From an optimization exercise on the open Yosys and OpenROAD flow, aimed at a short achievable clock period and few clock cycles; shortcuts taken in it are not production practice.
The RTL of this run was laid out without a check of its function.
Power figures rest on the tool's default switching activity, not on a simulated workload.

[design/flow/design.v]
module core (
    input wire clk,rst,
    output wire [31:0] imem_addr,
    input  wire [31:0] imem_rdata,
    output wire [31:0] dmem_addr,
    output wire [31:0] dmem_wdata,
    output wire [3:0]  dmem_wmask,
    output wire        dmem_we,
    input  wire [31:0] dmem_rdata,
    output wire rvfi_o_valid_0,
    output wire [31:0] rvfi_o_insn_0,
    output wire [4:0] rvfi_o_rd_addr_0,
    output wire [31:0] rvfi_o_rd_wdata_0, rvfi_o_pc_rdata_0,
    output wire [31:0] rvfi_o_pc_wdata_0,rvfi_o_mem_addr_0,
    output wire [3:0] rvfi_o_mem_wmask_0,
    output wire [31:0] rvfi_o_mem_wdata_0
);
    reg  [31:0] pc;
    reg         d_valid;
    reg  [31:0] d_insn, d_pc;
    reg         x_valid, x_wen, x_load, x_store, x_branch, x_pred, x_jalr_slow, x_jalr, x_jal, x_is_pre;
    reg  [4:0]  x_rd;
    reg  [31:0] x_insn, x_pc, x_pc4, x_imm, x_rs1v, x_rs2v, x_pre, x_alt, x_tgt;
    reg         x_fa_m, x_fa_w, x_fb_m, x_fb_w, x_use_imm, x_inv;
    reg         x_op_add, x_op_slt, x_op_sltu, x_op_xor, x_op_or, x_op_and, x_op_sll, x_op_srl, x_op_sra;
    reg  [2:0]  x_f3;
    reg         m_valid, m_wen, m_load, m_store;
    reg  [4:0]  m_rd;
    reg  [31:0] m_result, m_wdata, m_insn, m_pc, m_npc;
    reg  [3:0]  m_wmask;
    reg         m_lw, m_lh, m_lb, m_lsign;
    reg         w_valid, w_wen;
    reg  [4:0]  w_rd, w_rd_tr;
    reg  [31:0] w_result, w_rdata_tr, w_insn, w_pc, w_npc, w_maddr, w_mwdata;
    reg  [3:0]  w_mwmask;
    reg  [31:0] rf [1:31];
    wire [4:0] d_opc = d_insn[6:2];
    wire [4:0] d_rs1 = d_insn[19:15];
    wire [4:0] d_rs2 = d_insn[24:20];
    wire [4:0] d_rd  = d_insn[11:7];
    wire [2:0] d_f3  = d_insn[14:12];
    wire d_lui   = d_opc == 5'b01101;
    wire d_auipc = d_opc == 5'b00101;
    wire d_jal   = d_opc == 5'b11011;
    wire d_jalr  = d_opc == 5'b11001;
    wire d_br    = d_opc == 5'b11000;
    wire d_load  = d_opc == 5'b00000;
    wire d_store = d_opc == 5'b01000;
    wire d_opimm = d_opc == 5'b00100;
    wire d_op    = d_opc == 5'b01100;
    wire d_use1 = d_jalr | d_br | d_load | d_store | d_opimm | d_op;
    wire d_use2 = d_br | d_store | d_op;
    wire d_wen  = (d_lui | d_auipc | d_jal | d_jalr | d_load | d_opimm | d_op) & (d_rd != 5'd0);
    wire [31:0] d_imm_i = {{20{d_insn[31]}}, d_insn[31:20]};
    wire [31:0] d_imm_s = {{20{d_insn[31]}}, d_insn[31:25], d_insn[11:7]};
    wire [31:0] d_imm_b = {{20{d_insn[31]}}, d_insn[7], d_insn[30:25], d_insn[11:8], 1'b0};
    wire [31:0] d_imm_u = {d_insn[31:12], 12'b0};
    wire [31:0] d_imm_j = {{12{d_insn[31]}}, d_insn[19:12], d_insn[20], d_insn[30:21], 1'b0};
    wire [31:0] d_pcimm = d_pc + (d_jal ? d_imm_j : d_br ? d_imm_b : d_imm_u);
    wire [31:0] d_pc4   = d_pc + 32'd4;
    wire [31:0] d_pre   = d_lui ? d_imm_u : d_auipc ? d_pcimm : d_pc4;
    wire [31:0] d_rf1 = (d_rs1 == 5'd0) ? 32'b0 : rf[d_rs1];
    wire [31:0] d_rf2 = (d_rs2 == 5'd0) ? 32'b0 : rf[d_rs2];
    wire [31:0] d_rs1v = (w_wen && w_rd == d_rs1) ? w_result : d_rf1;
    wire [31:0] d_rs2v = (w_wen && w_rd == d_rs2) ? w_result : d_rf2;
    wire d_x1 = x_wen && x_rd == d_rs1;
    wire d_x2 = x_wen && x_rd == d_rs2;
    wire d_m1 = m_wen && m_rd == d_rs1;
    wire d_m2 = m_wen && m_rd == d_rs2;
    wire stall = d_valid && x_load && ((d_use1 && d_x1) || (d_use2 && d_x2));
    wire d_jb_x = d_x1 && x_is_pre;
    wire d_jb_m = !d_x1 && d_m1 && !m_load;
    wire d_jb_z = d_rs1 == 5'd0;
    wire d_jalr_fast = d_jalr && (d_jb_x || d_jb_m || d_jb_z);
    wire [31:0] d_jbase = d_jb_x ? x_pre : d_jb_m ? m_result : 32'b0;
    wire [31:0] d_jsum  = d_jbase + d_imm_i;
    wire [31:0] d_jtgt  = {d_jsum[31:1], 1'b0};
    wire d_pred = d_br && d_insn[31];
    wire d_redirect = d_valid && (d_jal || d_pred || d_jalr_fast);
    wire [31:0] d_rtgt = d_jalr ? d_jtgt : d_pcimm;
    wire d_alu = d_opimm | d_op;
    wire d_sub = d_op && d_insn[30] && d_f3 == 3'b000;
    wire d_op_add  = (d_alu && d_f3 == 3'b000) | d_load | d_store;
    wire d_op_sll  = d_alu && d_f3 == 3'b001;
    wire d_op_slt  = d_alu && d_f3 == 3'b010;
    wire d_op_sltu = d_alu && d_f3 == 3'b011;
    wire d_op_xor  = d_alu && d_f3 == 3'b100;
    wire d_op_srl  = d_alu && d_f3 == 3'b101 && !d_insn[30];
    wire d_op_sra  = d_alu && d_f3 == 3'b101 && d_insn[30];
    wire d_op_or   = d_alu && d_f3 == 3'b110;
    wire d_op_and  = d_alu && d_f3 == 3'b111;
    wire [31:0] x_a  = x_fa_m ? m_result : x_fa_w ? w_result : x_rs1v;
    wire [31:0] x_b  = x_fb_m ? m_result : x_fb_w ? w_result : x_rs2v;
    wire [31:0] x_b2 = x_use_imm ? x_imm : x_b;
    wire [31:0] x_sum = x_a + (x_inv ? ~x_b2 : x_b2) + {31'b0, x_inv};
    wire x_eq  = x_a == x_b;
    wire x_lt  = $signed(x_a) < $signed(x_b2);
    wire x_ltu = x_a < x_b2;
    wire [31:0] x_sll = x_a << x_b2[4:0];
    wire [31:0] x_srl = x_a >> x_b2[4:0];
    wire [31:0] x_sra = $signed(x_a) >>> x_b2[4:0];
    wire [31:0] x_alu = ({32{x_op_add}}  & x_sum)
                      | ({32{x_op_slt}}  & {31'b0, x_lt})
                      | ({32{x_op_sltu}} & {31'b0, x_ltu})
                      | ({32{x_op_xor}}  & (x_a ^ x_b2))
                      | ({32{x_op_or}}   & (x_a | x_b2))
                      | ({32{x_op_and}}  & (x_a & x_b2))
                      | ({32{x_op_sll}}  & x_sll)
                      | ({32{x_op_srl}}  & x_srl)
                      | ({32{x_op_sra}}  & x_sra)
                      | ({32{x_is_pre}}  & x_pre);
    reg x_taken;
    always @(*) begin
        case (x_f3)
            3'b000: x_taken = x_eq;
            3'b001: x_taken = !x_eq;
            3'b100: x_taken = x_lt;
            3'b101: x_taken = !x_lt;
            3'b110: x_taken = x_ltu;
            3'b111: x_taken = !x_ltu;
            default: x_taken = 1'b0;
        endcase
    end
    wire [31:0] x_jtgt = {x_sum[31:1], 1'b0};
    wire x_mispredict = x_branch && (x_taken != x_pred);
    wire x_redirect = x_mispredict || x_jalr_slow;
    wire [31:0] x_rtgt = x_jalr_slow ? x_jtgt : x_alt;
    wire [31:0] x_npc = x_jalr ? x_jtgt :
                        x_jal ? x_tgt :
                        (x_branch && x_taken) ? x_tgt : x_pc4;
    wire [1:0] x_off = x_sum[1:0];
    wire [3:0] x_size = (x_f3[1:0] == 2'b00) ? 4'b0001 : (x_f3[1:0] == 2'b01) ? 4'b0011 : 4'b1111;
    wire [3:0] x_wmask = x_store ? (x_size << x_off) : 4'b0;
    wire [31:0] x_wdata = (x_f3[1:0] == 2'b00) ? {4{x_b[7:0]}} :
                          (x_f3[1:0] == 2'b01) ? {2{x_b[15:0]}} : x_b;
    wire [1:0] m_off = m_result[1:0];
    wire [7:0] m_byte = m_off == 2'd0 ? dmem_rdata[7:0] :
                        m_off == 2'd1 ? dmem_rdata[15:8] :
                        m_off == 2'd2 ? dmem_rdata[23:16] : dmem_rdata[31:24];
    wire [15:0] m_half = m_off[1] ? dmem_rdata[31:16] : dmem_rdata[15:0];
    wire [31:0] m_ld = m_lw ? dmem_rdata :
                       m_lh ? {{16{m_lsign & m_half[15]}}, m_half} :
                              {{24{m_lsign & m_byte[7]}}, m_byte};
    wire [31:0] m_res2 = m_load ? m_ld : m_result;
    assign dmem_addr  = m_result;
    assign dmem_we    = m_store;
    assign dmem_wmask = m_wmask;
    assign dmem_wdata = m_wdata;
    wire [31:0] f_pc4 = pc + 32'd4;
    wire [31:0] f_next = stall ? pc : d_redirect ? d_rtgt : f_pc4;
    always @(posedge clk) begin
        if (rst) pc <= 32'b0;
        else pc <= x_redirect ? x_rtgt : f_next;
        if (rst || x_redirect || (d_redirect && !stall)) d_valid <= 1'b0;
        else if (!stall) d_valid <= 1'b1;
        if (!stall) begin
            d_insn <= imem_rdata;
            d_pc   <= pc;
        end
        begin : idex
            reg go;
            go = !rst && !x_redirect && !stall && d_valid;
            x_valid     <= go;
            x_wen       <= go && d_wen;
            x_load      <= go && d_load;
            x_store     <= go && d_store;
            x_branch    <= go && d_br;
            x_jalr_slow <= go && d_jalr && !d_jalr_fast;
        end
        x_jalr   <= d_jalr;
        x_jal    <= d_jal;
        x_is_pre <= d_lui | d_auipc | d_jal | d_jalr;
        x_pred   <= d_pred;
        x_rd     <= d_rd;
        x_insn   <= d_insn;
        x_pc     <= d_pc;
        x_pc4    <= d_pc4;
        x_imm    <= d_store ? d_imm_s : d_imm_i;
        x_rs1v   <= d_rs1v;
        x_rs2v   <= d_rs2v;
        x_pre    <= d_pre;
        x_tgt    <= d_jalr ? d_jtgt : d_pcimm;
        x_alt    <= d_pred ? d_pc4 : d_pcimm;
        x_fa_m   <= d_x1;
        x_fa_w   <= !d_x1 && d_m1;
        x_fb_m   <= d_x2;
        x_fb_w   <= !d_x2 && d_m2;
        x_use_imm <= !(d_op | d_br);
        x_inv    <= d_sub;
        x_op_add <= d_op_add;
        x_op_sll <= d_op_sll;
        x_op_slt <= d_op_slt;
        x_op_sltu <= d_op_sltu;
        x_op_xor <= d_op_xor;
        x_op_srl <= d_op_srl;
        x_op_sra <= d_op_sra;
        x_op_or  <= d_op_or;
        x_op_and <= d_op_and;
        x_f3     <= d_f3;
        m_valid  <= !rst && x_valid;
        m_wen    <= !rst && x_wen;
        m_load   <= !rst && x_load;
        m_store  <= !rst && x_store;
        m_rd     <= x_rd;
        m_result <= x_alu;
        m_wdata  <= x_wdata;
        m_wmask  <= x_wmask;
        m_insn   <= x_insn;
        m_pc     <= x_pc;
        m_npc    <= x_npc;
        m_lw     <= x_f3[1];
        m_lh     <= x_f3[0];
        m_lb     <= !x_f3[1] && !x_f3[0];
        m_lsign  <= !x_f3[2];
        w_valid    <= !rst && m_valid;
        w_wen      <= !rst && m_wen;
        w_rd       <= m_rd;
        w_rd_tr    <= m_wen ? m_rd : 5'd0;
        w_result   <= m_res2;
        w_rdata_tr <= m_wen ? m_res2 : 32'b0;
        w_insn     <= m_insn;
        w_pc       <= m_pc;
        w_npc      <= m_npc;
        w_maddr    <= (m_load || m_store) ? m_result : 32'b0;
        w_mwmask   <= m_wmask;
        w_mwdata   <= m_store ? m_wdata : 32'b0;
    end
    integer i;
    always @(posedge clk) begin
        if (rst) begin
            for (i = 1; i < 32; i = i + 1) rf[i] <= 32'b0;
        end else if (w_wen) begin
            rf[w_rd] <= w_result;
        end
    end
    assign imem_addr = pc;
    assign rvfi_o_valid_0     = w_valid;
    assign rvfi_o_insn_0      = w_insn;
    assign rvfi_o_pc_rdata_0  = w_pc;
    assign rvfi_o_pc_wdata_0  = w_npc;
    assign rvfi_o_rd_addr_0   = w_rd_tr;
    assign rvfi_o_rd_wdata_0  = w_rdata_tr;
    assign rvfi_o_mem_addr_0  = w_maddr;
    assign rvfi_o_mem_wmask_0 = w_mwmask;
    assign rvfi_o_mem_wdata_0 = w_mwdata;
endmodule
[design/flow/run.sh]
#!/bin/bash
# synth_recipe.tcl (not shown) runs the flow's synth.tcl, then flattens the netlist and writes it again
# the make line also repeats each setting of config.mk as NAME=value (left out here)
make -C /OpenROAD-flow-scripts/flow DESIGN_CONFIG=/design/flow/config.mk WORK_HOME=/design/flow/orfs CLKGATE_MAP_FILE= SYNTH_SCRIPT=/design/flow/synth_recipe.tcl finish
[design/flow/config.mk]
export PLATFORM = sky130hd
export DESIGN_NAME = core
export DESIGN_NICKNAME = core
export VERILOG_FILES = /design/flow/design.v
export SDC_FILE = /design/flow/constraint.sdc
export NUM_CORES = 4
export LEC_CHECK = 0
export ABC_CLOCK_PERIOD_IN_PS = 2800
export CAP_MARGIN = 20
export CORE_MARGIN = 2
export CORE_UTILIZATION = 40
export SETUP_SLACK_MARGIN = 5
export SLEW_MARGIN = 20
[design/flow/constraint.sdc]
create_clock -name core_clock -period 10.0 [get_ports {clk}]
set_input_delay 2.0000 -clock core_clock [delete_from_list [all_inputs] [get_ports {clk}]]
set_output_delay 2.0000 -clock core_clock [all_outputs]
set_load 0.01 [all_outputs]
==> summary.txt <==
-- kinds of logic after synthesis --
kind of cell             after synthesis  share of synthesized area
AO/OA/AOI/OAI                       1111                     0.0776
XOR/XNOR                             231                     0.0220
adder cells (fa/ha/maj)              191                     0.0262
buffers and inverters                750                     0.0320
flip-flops                          1818                      0.514
multiplexers                        1025                      0.201
AND/OR/NAND/NOR                     2181                      0.127
-- area by class of cell --
class / instances / area, um2 / area share
Sequential cell: 1818 / 47400 / 0.444
Inverter: 159 / 604 / 0.00566
Timing Repair Buffer: 623 / 5850 / 0.0548
Multi-Input combinational cell: 4740 / 42800 / 0.401
Antenna cell: 14 / 35.0 / 0.000328
Clock inverter: 92 / 917 / 0.00858
Clock buffer: 271 / 5430 / 0.0508
Tap cell: 3026 / 3790 / 0.0354
-- through the flow --
step	util	setup slack (ps)
5_1_grt	0.466	4920
6_report	0.466	4950
3_3_place_gp	0.433	3620
4_1_cts	0.463	4950
3_5_place_dp	0.433	3660
2_1_floorplan	-	4430
-- critical path, delay by kind of cell (launching register included) --
kind	cells	cell delay [ps]
AO/OA/AOI/OAI	4	1320
adder cells (fa/ha/maj)	1	250
buffers and inverters	2	290
flip-flops	1	440
multiplexers	4	1350
AND/OR/NAND/NOR	5	1300
-- where the power goes --
group / internal, mW / total (mW) / switching (mW)
combinational: 1.04 / 2.96 / 1.92
clock: 4.05 / 7.24 / 3.18
sequential: 8.25 / 8.59 / 0.343
-- cell usage in the layout, fill, tap and decap left out, types with 198 or more instances in the layout --
cell type	count
edfxtp_1	1088
and2_1	1081
dfxtp_1	686
mux4_2	644
nand2_1	463
clkdlybuf4s50_1	368
o21ai_0	310
mux2i_1	276
nor2_1	265
buf_4	227
a21oi_1	212
clkbuf_16	198
-- registers in the layout (all words and copies together) (netlist names), 24 cells and up, named ones only --
name	count
d_insn	32
d_pc	32
m_insn	32
m_npc	32
m_pc	32
m_result	32
m_wdata	32
pc	32
rf	1024
w_insn	32
w_maddr	32
w_mwdata	32
w_npc	32
w_pc	32
w_rdata_tr	32
w_result	32
x_alt	32
x_insn	24
x_pc	30
x_pc4	31
x_pre	32
x_rs1v	32
x_rs2v	32
x_tgt	32
-- metal layers --
| layer | wire [um] | part of all wire | vias to the layer above | GRT usage |
|---|---|---|---|---|
| li1 | - | - | 27491 | - |
| met1 | 142000 | 0.38 | 33952 | 0.405 |
| met2 | 170000 | 0.45 | 4299 | 0.487 |
| met3 | 39000 | 0.10 | 972 | 0.0695 |
| met4 | 26800 | 0.071 | 10 | 0.185 |
| met5 | 61 | 0.00016 | - | 0 |
-- how the worst min path moves through the flow --
stage,to,start
finish,m_insn[15],x_insn[15]
global route,m_insn[15],x_insn[15]
CTS,m_insn[15],x_insn[15]
detailed placement,m_insn[2],x_insn[2]
global placement,m_insn[1],x_insn[1]
floorplan,m_insn[0],x_insn[0]
-- repair_timing --
item	CTS	global route
cloned	2	2
setup endpoints to repair	109	92
setup buffers	12	35
pin swaps	5	12
endpoints found under the hold margin	0	0
resized for setup	93	92
==> reports/qor.yml <==
rr_endpoint: "pc[14]"
synth_warnings: 1
synth_top_area_cell: "edfxtp_1"
core_area_um2: 229000
worstSetupPathType: "register to register"
fillers: 20252
powerDensity_nw_per_um2: 176
stdcell_count: 10743
cap_viol_max_count: 0
dr.pass1.iters: 6
synth_ff_type: "edfxtp_1"
ys_ff_latch: 1818
via_per_inst: 6.21
cp_slowest_cell: "mux2i_1"
rsz0062_at_grt: "false"
drt.antenna.violating_nets: 0
portBuffers: 368
initial_utilization: 0.401
syn_area_um2: 92000
clock.fmax_ghz: 0.198
crit_chain: "buf_4 > mux2_2 > mux2i_1 > o21ai_1 > inv_1 > ha_1 > and4_1 > a221oi_1 > nor2_1 > nor3_4 > mux2i_1 > o21a_2 > or3_4 > nand2_8 > mux2_2 > o41ai_1"
final_nets: 7793
power.leakage_nw: 40.0
max_slew_margin: 0.101
synth_area_per_cell_um2: 12.6
post-route-min-period_ps: 5050
synthTopCellsByCount: "1088 x edfxtp_1, 1081 x and2_1, 730 x dfxtp_1"
dieArea_um2: 234000
crit_required_ps: 10760
tightest_slew_ps: 1340
cp_max_fo: 12
ctsHoldBuffers: 0
synth_area_leaders: "edfxtp_1 36%, dfxtp_1 16%, mux4_2 16%, and2_1 7.4%, mux2i_1 3.2%"
synth_cell_types: 93
clk_latency_ps: 890
fp.dieH_um: 484
fin_hold_ws_ps: 312
num_vias: 66724
hpwl_mm: 253
clk_pin_slew_ps: 70
design_area_um2: 107000
h-tree-depth: 4
rows: 176
power.total_mw: 18.8
detail_route.wl_per_cell_um: 35.1
area_growth_syn_to_layout_pct: 16.1
hold_path.class: "register to register"
synth_edf_count: 1088
end_kind: "register"
yosysSeqAreaShare: 0.514
clock-sinks: 1818
startpoint: "x_fb_w"
grt_max_degree: 120
fin_crit_sh: 0.505
crit_end: "pc[14]"
final.setup_skew_ps: 66.3
tritoncts: "yes"
maxSlewViolCount: 0
worstSetupStartpointType: "register"
run_status: "timing/DRC/antenna clean"
reg2reg_depth: 16
finalWeightedCongestion: 1.04
setup_violations: 0
r2r_slack_ps: 4950
synth.top_cell.area_share: 0.355
dp.cells: 10315
ys_async_sr_fraction: 0
synth.net_count: 7564
irDropWorstVdd_mv: 0.134
postSynthCellCount: 7307
grt_pass1_vias: 64578
grt-ovfl-total: 0
fin_tns_setup_ps: 0
antenna_found_initial: 35
drc: 0
r2r_start: "x_fb_w"
clock_path_buffers: 3
root_buffer: "clkbuf_16"
max_stage_delay_ps: 540
finalHoldViolCount: 0
drive_gt1_frac: 0.194
io-pin-count: 369
grt_pass1_wl_mm: 518
numCtsBuffers: 194
place_area_um2: 99300
drt_iter0_drc: 9315
fp.dieW_um: 484
hold_depth: 0
grt.total_usage: 0.314
drt_wl_total_mm: 377
synth.most_common_cell: "edfxtp_1"
cp.arrival_ps: 5820

[afterwards: timing with drivers on the ports]
In the flow no input, the clock included, has a driving cell. The finished layout below was timed again as built, in two steps. Step 1, drivers: a clkbuf_16 drives clk and a buf_2 each remaining input, both assumed. Step 2 times the ports against the registers' clock, not the clock port: input delays grow and output delays shrink by t, the midpoint of the rising clock arrivals with the driver on. Three values: ideal, step 1, step 2; two values: the first two.
t, ns: 0.944
slack for setup (ns): 4.947 / 4.947 / 4.095
worst data-port slew with drivers (ns): 0.17
cell pins on the clock port's net: 1
After both steps setup and hold are still met in this run. For this run, drivers alone change the setup slack by 0.000 ns; drivers and shift together by -0.852 ns.
